From an optimization exercise on the open Yosys and OpenROAD flow, aimed at small area, a short achievable clock period and few clock cycles; shortcuts taken in it are not production practice.
The RTL was checked by simulation tests, not by an equivalence proof against the original design.
No activity file was given, so power comes from the tool's default toggle rates.

--- flow/config.mk ---
export PLATFORM = sky130hd
export DESIGN_NAME = algo_3_final
export DESIGN_NICKNAME = algo_3_final
export VERILOG_FILES = /design/flow/design.v
export SDC_FILE = /design/flow/constraint.sdc
export NUM_CORES = 4
export LEC_CHECK = 0
export CAP_MARGIN = 20
export CORE_MARGIN = 2
export CORE_UTILIZATION = 40
export SLEW_MARGIN = 20
--- flow/constraint.sdc ---
create_clock -name core_clock -period 5.5 [get_ports {clk}]
set_input_delay 1.1000 -clock core_clock [delete_from_list [all_inputs] [get_ports {clk}]]
set_output_delay 1.1000 -clock core_clock [all_outputs]
set_load 0.01 [all_outputs]
--- flow/run.sh ---
#!/bin/bash
# synth_recipe.tcl (not shown) runs the flow's synth.tcl, then flattens the netlist and writes it again
# the make line also repeats each setting of config.mk as NAME=value (left out here)
make -C /OpenROAD-flow-scripts/flow DESIGN_CONFIG=/design/flow/config.mk WORK_HOME=/design/flow/orfs CLKGATE_MAP_FILE= SYNTH_SCRIPT=/design/flow/synth_recipe.tcl finish
--- flow/design.v ---
module algo_3_final (
    input  wire        clk,
    input  wire        reset,       
    input  wire        trigger,     
    input  wire        pix_valid,
    input  wire [7:0]  pix_data,
    output wire        pix_ready,
    input  wire [10:0] data_ram_i,
    output reg  [10:0] data_ram_o,
    output reg  [10:0] addr_ram,
    output reg         we,
    input  wire [13:0] data_ram_energia_i,
    output reg  [13:0] data_ram_energia_o,
    output reg  [10:0] addr_ram_energia,
    input  wire [5:0]  data_ram_cantidad_i,
    output reg  [5:0]  data_ram_cantidad_o,
    output reg  [10:0] addr_ram_cantidad,
    output reg         fin_signal
);
  localparam integer UMBRAL = 0;      
  localparam integer PIXELS = 7081;   
  localparam integer ANCHO  = 97;     
  localparam [4:0] S_ERASE          = 5'd0,
                   S_ESC_ERASE_1    = 5'd1,
                   S_ESC_ERASE_2    = 5'd2,
                   S_NUEVO_PIX      = 5'd3,
                   S_DIR_ANTERIOR   = 5'd4,
                   S_LEC_ANTERIOR   = 5'd5,
                   S_DIR_ANCHO_1    = 5'd6,
                   S_LEC_ANCHO_1    = 5'd7,
                   S_DIR_ANCHO_2    = 5'd8,
                   S_LEC_ANCHO_2    = 5'd9,
                   S_DIR_ANCHO_3    = 5'd10,
                   S_LEC_ANCHO_3    = 5'd11,
                   S_CASOS          = 5'd12,
                   S_DIR_CANT_ENER  = 5'd13,
                   S_LEC_CANT_ENER  = 5'd14,
                   S_ESCRITURA_1    = 5'd15,
                   S_ESCRITURA_2    = 5'd16,
                   S_INC_INDICE     = 5'd17,
                   S_FIN            = 5'd18;
  reg [4:0]  state;
  reg [10:0] data_a_escribir;
  reg [10:0] dir_mem, dir_mem_1, dir_mem_2, dir_mem_3;
  reg [12:0] pix_count_int;
  reg [10:0] reg_anterior, reg_ancho_1, reg_ancho_2, reg_ancho_3;
  reg        ignorar_ancho_1, ignorar_anterior;
  reg [10:0] indice;
  reg [7:0]  pix_data_reg;
  reg [10:0] dir_energia;
  reg [5:0]  cantidad_temp;
  reg [13:0] energia_temp;
  reg [10:0] cuenta;
  reg [10:0] cuenta_pixel;
  reg [10:0] eventos;
  wire frame_open = (pix_count_int < PIXELS);
  assign pix_ready = (state == S_NUEVO_PIX) && frame_open;
  wire accept = pix_ready && pix_valid;
  wire [10:0] max1 = (reg_ancho_1 < reg_ancho_2) ? reg_ancho_2 : reg_ancho_1;
  wire [10:0] max2 = (reg_ancho_3 < reg_anterior) ? reg_anterior : reg_ancho_3;
  wire [10:0] maximo = (max1 > max2) ? max1 : max2;
  always @(posedge clk) begin
    if (!reset || trigger) begin
      state            <= S_ERASE;
      cuenta           <= 11'd0;
      cuenta_pixel     <= 11'd0;
      pix_count_int    <= 13'd0;
      eventos          <= 11'd1;
      indice           <= 11'd0;
      ignorar_ancho_1  <= 1'b0;
      ignorar_anterior <= 1'b0;
      dir_mem          <= 11'd0;
      dir_energia      <= 11'd0;
      data_a_escribir  <= 11'd0;
      dir_mem_1        <= 11'd1;
      dir_mem_2        <= 11'd1;
      dir_mem_3        <= 11'd1;
    end else begin
      case (state)
        S_ERASE: begin
          if (cuenta < 11'd2047) begin
            cuenta          <= cuenta + 11'd1;
            state           <= S_ESC_ERASE_1;
            indice          <= indice + 11'd1;
            data_a_escribir <= 11'd0;
          end else begin
            indice <= 11'd1;
            cuenta <= 11'd1;
            state  <= S_NUEVO_PIX;
          end
        end
        S_ESC_ERASE_1: state <= S_ESC_ERASE_2;
        S_ESC_ERASE_2: state <= S_ERASE;
        S_NUEVO_PIX: begin
          if (frame_open) begin
            if (pix_valid) begin
              pix_count_int <= pix_count_int + 13'd1;
              if (pix_data > UMBRAL) begin
                state <= S_DIR_ANCHO_2;
              end else begin
                data_a_escribir <= 11'd0;
                state           <= S_ESCRITURA_1;
              end
              if (cuenta_pixel + 11'd1 == ANCHO) begin
                cuenta_pixel    <= cuenta_pixel + 11'd1;
                ignorar_ancho_1 <= 1'b1;
              end else if (cuenta_pixel + 11'd1 == ANCHO + 1) begin
                cuenta_pixel     <= 11'd1;
                ignorar_anterior <= 1'b1;
              end else begin
                cuenta_pixel <= cuenta_pixel + 11'd1;
              end
            end
          end else begin
            state <= S_FIN;
          end
        end
        S_DIR_ANCHO_2: begin
          if (indice + 11'd2 > ANCHO + 2) dir_mem_2 <= indice - ANCHO;
          else                            dir_mem_2 <= indice + 11'd2;
          state <= S_LEC_ANCHO_2;
        end
        S_LEC_ANCHO_2: begin
          if (cuenta + 11'd1 < 11'd3) begin
            cuenta <= cuenta + 11'd1;
          end else begin
            cuenta <= 11'd1;
            state  <= S_DIR_ANCHO_1;
          end
        end
        S_DIR_ANCHO_1: begin
          if (indice + 11'd3 > ANCHO + 2) dir_mem_1 <= indice - (ANCHO - 1);
          else                            dir_mem_1 <= indice + 11'd3;
          state <= S_LEC_ANCHO_1;
        end
        S_LEC_ANCHO_1: begin
          if (cuenta + 11'd1 < 11'd3) begin
            cuenta <= cuenta + 11'd1;
          end else begin
            cuenta <= 11'd1;
            state  <= S_DIR_ANCHO_3;
          end
        end
        S_DIR_ANCHO_3: begin
          if (indice + 11'd1 > ANCHO + 2) dir_mem_3 <= indice - (ANCHO + 1);
          else                            dir_mem_3 <= indice + 11'd1;
          state <= S_LEC_ANCHO_3;
        end
        S_LEC_ANCHO_3: begin
          if (cuenta + 11'd1 < 11'd3) begin
            cuenta <= cuenta + 11'd1;
          end else begin
            cuenta <= 11'd1;
            state  <= S_DIR_ANTERIOR;
          end
        end
        S_DIR_ANTERIOR: begin
          if (indice == 11'd1) dir_mem <= ANCHO + 1;
          else                 dir_mem <= indice - 11'd1;
          state <= S_LEC_ANTERIOR;
        end
        S_LEC_ANTERIOR: begin
          if (cuenta + 11'd1 < 11'd3) begin
            cuenta <= cuenta + 11'd1;
          end else begin
            cuenta <= 11'd1;
            state  <= S_CASOS;
          end
        end
        S_CASOS: begin
          if (reg_anterior != 11'd0 || reg_ancho_1 != 11'd0 ||
              reg_ancho_2 != 11'd0 || reg_ancho_3 != 11'd0) begin
            data_a_escribir <= maximo;
          end else begin
            data_a_escribir <= eventos;
            eventos         <= eventos + 11'd1;
          end
          state <= S_DIR_CANT_ENER;
        end
        S_DIR_CANT_ENER: begin
          dir_energia <= data_a_escribir;
          state       <= S_LEC_CANT_ENER;
        end
        S_LEC_CANT_ENER: begin
          if (cuenta + 11'd1 < 11'd3) begin
            cuenta <= cuenta + 11'd1;
          end else begin
            cuenta <= 11'd1;
            state  <= S_ESCRITURA_1;
          end
        end
        S_ESCRITURA_1: state <= S_ESCRITURA_2;
        S_ESCRITURA_2: state <= S_INC_INDICE;
        S_INC_INDICE: begin
          if (indice == ANCHO + 2) indice <= 11'd1;
          else                     indice <= indice + 11'd1;
          ignorar_ancho_1  <= 1'b0;
          ignorar_anterior <= 1'b0;
          state            <= S_NUEVO_PIX;
        end
        S_FIN: state <= S_FIN;
        default: state <= S_FIN;
      endcase
    end
  end
  always @(posedge clk) begin
    if (!reset) begin
      reg_ancho_1   <= 11'd0;
      reg_ancho_2   <= 11'd0;
      reg_ancho_3   <= 11'd0;
      reg_anterior  <= 11'd0;
      pix_data_reg  <= 8'd0;
      energia_temp  <= 14'd0;
      cantidad_temp <= 6'd0;
    end else begin
      if (!trigger && accept && pix_data > UMBRAL)
        pix_data_reg <= pix_data;
      case (state)
        S_LEC_ANCHO_2: reg_ancho_2 <= data_ram_i;
        S_LEC_ANCHO_1: reg_ancho_1 <= ignorar_ancho_1 ? 11'd0 : data_ram_i;
        S_LEC_ANCHO_3: reg_ancho_3 <= ignorar_anterior ? 11'd0 : data_ram_i;
        S_LEC_ANTERIOR: reg_anterior <= ignorar_anterior ? 11'd0 : data_ram_i;
        S_LEC_CANT_ENER: begin
          energia_temp  <= data_ram_energia_i;
          cantidad_temp <= data_ram_cantidad_i;
        end
        default: ;
      endcase
    end
  end
  always @(*) begin
    data_ram_o          = 11'd0;
    addr_ram            = 11'd0;
    we                  = 1'b0;
    data_ram_energia_o  = 14'd0;
    addr_ram_energia    = 11'd0;
    data_ram_cantidad_o = 6'd0;
    addr_ram_cantidad   = 11'd0;
    fin_signal          = 1'b0;
    case (state)
      S_ERASE, S_ESC_ERASE_1, S_ESC_ERASE_2: begin
        data_ram_o          = data_a_escribir;
        addr_ram            = indice;
        we                  = 1'b1;
        data_ram_energia_o  = {3'd0, data_a_escribir};
        addr_ram_energia    = indice;
        data_ram_cantidad_o = data_a_escribir[5:0];
        addr_ram_cantidad   = indice;
      end
      S_DIR_ANCHO_2, S_LEC_ANCHO_2: addr_ram = dir_mem_2;
      S_DIR_ANCHO_1, S_LEC_ANCHO_1: addr_ram = dir_mem_1;
      S_DIR_ANCHO_3, S_LEC_ANCHO_3: addr_ram = dir_mem_3;
      S_DIR_ANTERIOR, S_LEC_ANTERIOR: addr_ram = dir_mem;
      S_DIR_CANT_ENER, S_LEC_CANT_ENER: begin
        addr_ram          = indice;
        addr_ram_energia  = dir_energia;
        addr_ram_cantidad = dir_energia;
      end
      S_ESCRITURA_1, S_ESCRITURA_2: begin
        data_ram_o          = data_a_escribir;
        addr_ram            = indice;
        we                  = 1'b1;
        data_ram_energia_o  = energia_temp + {6'd0, pix_data_reg};
        addr_ram_energia    = dir_energia;
        data_ram_cantidad_o = cantidad_temp + 6'd1;
        addr_ram_cantidad   = dir_energia;
      end
      S_FIN: fin_signal = 1'b1;
      default: ;
    endcase
  end
endmodule
==> impl_metrics.env <==
export IMPL_setup_tns_ps=0
export IMPL_cts_buffers=24
export IMPL_synthesis_area_um2=12800
export IMPL_finalPower_uw=3220
export IMPL_syn_num_nets=1746
export IMPL_wl_per_cell_um=18.6
export IMPL_die_x_um=183
export IMPL_ys_types=79
export IMPL_setup_violations=0
export IMPL_vias=12200
export IMPL_cpPeakStageDelay_ps=620
export IMPL_synth_async_reset_ratio=0
export IMPL_worst_pin_slew_ps=1040
export IMPL_top_register="energia_temp"
export IMPL_dr_pass1_iters=5
export IMPL_htree_levels=1
export IMPL_start_kind="flop"
export IMPL_arrival_ps=3810
export IMPL_cts_buffer_depth=3
export IMPL_drt_iter0_markers=964
export IMPL_die_area_um2=33500
export IMPL_row_count=65
export IMPL_crit_path_max_fanout=23
export IMPL_met3_length_mm=2.03
export IMPL_rsz0062_at_grt="no"
export IMPL_worstPathRequired_ps=4400
export IMPL_synth_top_area_frac=0.316
export IMPL_yosys_warnings=1
export IMPL_portBuffers=109
export IMPL_clkTransAtPathRegs_ps=60
export IMPL_track_usage=0.233
export IMPL_post_cts_buffers=0
export IMPL_drv_slew=0
export IMPL_crit_family="simple AND/OR/NAND/NOR gates"
export IMPL_slowest_stage="nand2_1"
export IMPL_fin_skew_ps=21.1
export IMPL_ys_seq_area_frac=0.316
export IMPL_cts_sinks=202
export IMPL_drive_gt1_frac=0.0476
export IMPL_yosys_area_top_type="dfxtp_1"
export IMPL_path_buf_inv=2
export IMPL_post_dp_hpwl_mm=28.3
export IMPL_slew_headroom=0.302
export IMPL_ant_nets=0
export IMPL_synth_seq_cells=202
export IMPL_start_util=0.406
export IMPL_grt_pass1_wl_mm=63.3
export IMPL_gr_total_overflow=0
export IMPL_post_cts_resized=0
export IMPL_grt_max_degree=74
export IMPL_netlist_instances=1646
export IMPL_crit_top_cell="nand2_1"
export IMPL_synth_avg_cell_area_um2=7.78
export IMPL_grt_pass1_vias=11700
export IMPL_timing_critical_path_cells="inv_1 > nor3_1 > nand2_1 > nand2_1 > a22oi_1 > nand3_1 > clkdlybuf4s50_1"
export IMPL_finalCriticalPeriod_ps=4910
export IMPL_dp_cells=2062
export IMPL_final_nets=1786
export IMPL_setup_worst_path_end_class="output port"
export IMPL_synth_edf_count=0
export IMPL_boundaryPins=110
export IMPL_p_per_area_nw_per_um2=217
export IMPL_max_freq_mhz=204
export IMPL_vdd_drop_max_mv=0.211
export IMPL_largest_register_ffs=14
export IMPL_status="timing/DRC/antenna clean"
export IMPL_syn2layout_area_growth_pct=16.0
export IMPL_fin_crit_sh=0.892
export IMPL_route_met2_wl_mm=18.1
export IMPL_die_h_um=183
export IMPL_core_um2=31600
export IMPL_drt_vias_per_instance=5.78
export IMPL_p_leak_uw=0.00527
export IMPL_ys_flop_type="dfxtp_1"
export IMPL_min_path_type="reg2reg"
export IMPL_reg_top3="energia_temp (14), pix_count_int (13)"
export IMPL_synthTopCellsByArea="dfxtp_1 32%, nand2_1 6.2%, ha_1 5.5%, a21oi_1 4.9%, mux2i_1 3.8%"
export IMPL_cts_root_buf="clkbuf_16"
export IMPL_instances_no_fill=2103
export IMPL_wl_met1_mm=17.8
export IMPL_routed_top_layer="met4"
export IMPL_crit_type="reg2out"
export IMPL_holdBufCountCts=0
export IMPL_cts_tree="yes"
export IMPL_drc=0
export IMPL_maxCapViolCount=0
export IMPL_hold_violations=0
export IMPL_fin_util=0.471
export IMPL_antenna_found_initial=0
export IMPL_clkLatencyLatePin_ps=530
export IMPL_gp_congestion=0.914
export IMPL_wl_mm=39.1
export IMPL_diodes=0
-- routing by layer --
metal / global-route usage / vias up
met4: 0.0765 / 0
met3: 0.0342 / 76
met2: 0.392 / 347
met1: 0.306 / 5772
li1: - / 5956
met5: 0 / -
-- cells by family after synthesis --
group	Yosys count	share of synthesized area
simple gates	689	0.273
compound gates	407	0.207
flops	202	0.316
buf+inv	159	0.0522
xor+xnor	83	0.0568
fa+ha+maj	57	0.0563
mux	49	0.0383
-- metrics by stage --
stage          setup WS, ps  hold slack (ps)  instance area [um^2]
6_report                593              453                 14900
5_1_grt                 265              466                 14900
3_3_place_gp           1200              440                 14100
4_1_cts                 621              455                 14900
2_1_floorplan          1640              432                 12800
3_5_place_dp           1200              447                 14100
-- worst paths after layout --
check | endpoint | slack (ps) | depth (start not counted) | start
max | addr_ram[1] | 590 | 7 | state[2]$_SDFFE_PP0P_
min reg2reg | dir_mem_2[10]$_SDFFE_PP0P_ | 450 | 2 | dir_mem_2[10]$_SDFFE_PP0P_
max reg2reg | data_a_escribir[5]$_SDFFE_PP0P_ | 1190 | 16 | reg_ancho_2[8]$_SDFFE_PN0P_
min | dir_mem_2[10]$_SDFFE_PP0P_ | 450 | 2 | dir_mem_2[10]$_SDFFE_PP0P_
-- cells in the final DEF, fill, tap and decap left out, drive strengths merged, types with 7 or more instances in the layout --
| master | netlist | layout |
|---|---|---|
| o2111ai | 14 | 14 |
| clkdlybuf4s50 | 0 | 108 |
| a21o | 18 | 18 |
| xnor2 | 44 | 44 |
| and2 | 10 | 10 |
| or3 | 20 | 20 |
| nor4 | 19 | 19 |
| buf | 31 | 22 |
| a211oi | 11 | 11 |
| clkbuf | 85 | 40 |
| nand3 | 75 | 75 |
| nand2 | 211 | 211 |
| xor2 | 39 | 39 |
| o211ai | 26 | 26 |
| a21boi | 24 | 24 |
| mux2i | 49 | 49 |
| and4 | 7 | 7 |
| nor3b | 38 | 38 |
| o21ai | 76 | 76 |
| dfxtp | 202 | 202 |
| nand2b | 10 | 10 |
| nor2b | 72 | 72 |
| and3 | 22 | 22 |
| nand4 | 22 | 22 |
| inv | 41 | 41 |
| a22o | 16 | 16 |
| nor3 | 35 | 35 |
| ha | 56 | 56 |
| a22oi | 45 | 45 |
| a21oi | 126 | 126 |
| nor2 | 123 | 123 |
-- worst register-to-register path, delay by kind of cell (launching register included) --
family | cells | cell delay [ps]
compound gates | 8 | 1690
simple gates | 3 | 860
fa+ha+maj | 2 | 630
buf+inv | 2 | 440
flops | 1 | 370
mux | 1 | 200
-- report_power, final --
part	switching, uW	leakage [uW]	internal, uW
Clock	633	0.000396	969
Sequential	8.76	0.00163	1470
Combinational	80.1	0.00325	65.0
Total	722	0.00527	2500
-- synth_stat cells (4+ instances only) --
| cell | count |
|---|---|
| buf_2 | 13 |
| xor2_1 | 39 |
| a31oi_1 | 4 |
| o2111ai_1 | 14 |
| ha_1 | 56 |
| xnor2_1 | 44 |
| nor4_1 | 17 |
| o21a_1 | 6 |
| and3_1 | 22 |
| a21o_1 | 18 |
| buf_4 | 12 |
| o211ai_1 | 26 |
| buf_1 | 5 |
| nand2b_1 | 10 |
| or3_1 | 20 |
| nor2b_1 | 72 |
| clkbuf_1 | 83 |
| mux2i_1 | 49 |
| inv_1 | 41 |
| o21ai_0 | 75 |
| nor3_1 | 32 |
| a22oi_1 | 45 |
| a211oi_1 | 11 |
| nand3_1 | 74 |
| nand4_1 | 21 |
| and2_1 | 9 |
| a21oi_1 | 125 |
| or2_2 | 4 |
| a21boi_0 | 23 |
| nor3b_1 | 38 |
| and4_1 | 7 |
| nor2_1 | 123 |
| o211a_1 | 4 |
| a22o_1 | 16 |
| nand2_1 | 211 |
| nand3b_1 | 6 |
| or4_1 | 6 |
| dfxtp_1 | 202 |
-- final cells by class --
cell class	count	area [um^2]
Multi-Input combinational cell	1285	8110
Fill cell	3175	16700
Sequential cell	202	4040
Clock inverter	1	5.00
Inverter	43	161
Tap cell	402	503
Timing Repair Buffer	130	1240
Clock buffer	40	792
Testbench counts, summed over its fixed seeds: cycles 874,568.

[separate check: timing with driven ports]
In the flow no input, the clock included, has a driving cell. The finished layout below was timed again as built, in two steps. Step 1 (the two cells are an assumption about what drives the block):
set clk [get_ports {clk}]
set_driving_cell -lib_cell sky130_fd_sc_hd__clkbuf_16 $clk
set_driving_cell -lib_cell sky130_fd_sc_hd__buf_2 [delete_from_list [all_inputs] $clk]
Step 2 also shifts input and output timing later by t, the mid clock arrival at the registers, as if the neighbouring blocks saw the same clock. a / b / c = ideal / step 1 / step 2; a / b = the first two.
t (ns): 0.577
setup slack, ns: 0.593 / 0.539 / 1.116
slew at the worst register clock pin (ns): 0.06 / 0.06
After both steps this run still meets setup and hold. For this run, drivers alone change the setup slack by -0.054 ns; drivers and shift together by +0.523 ns.
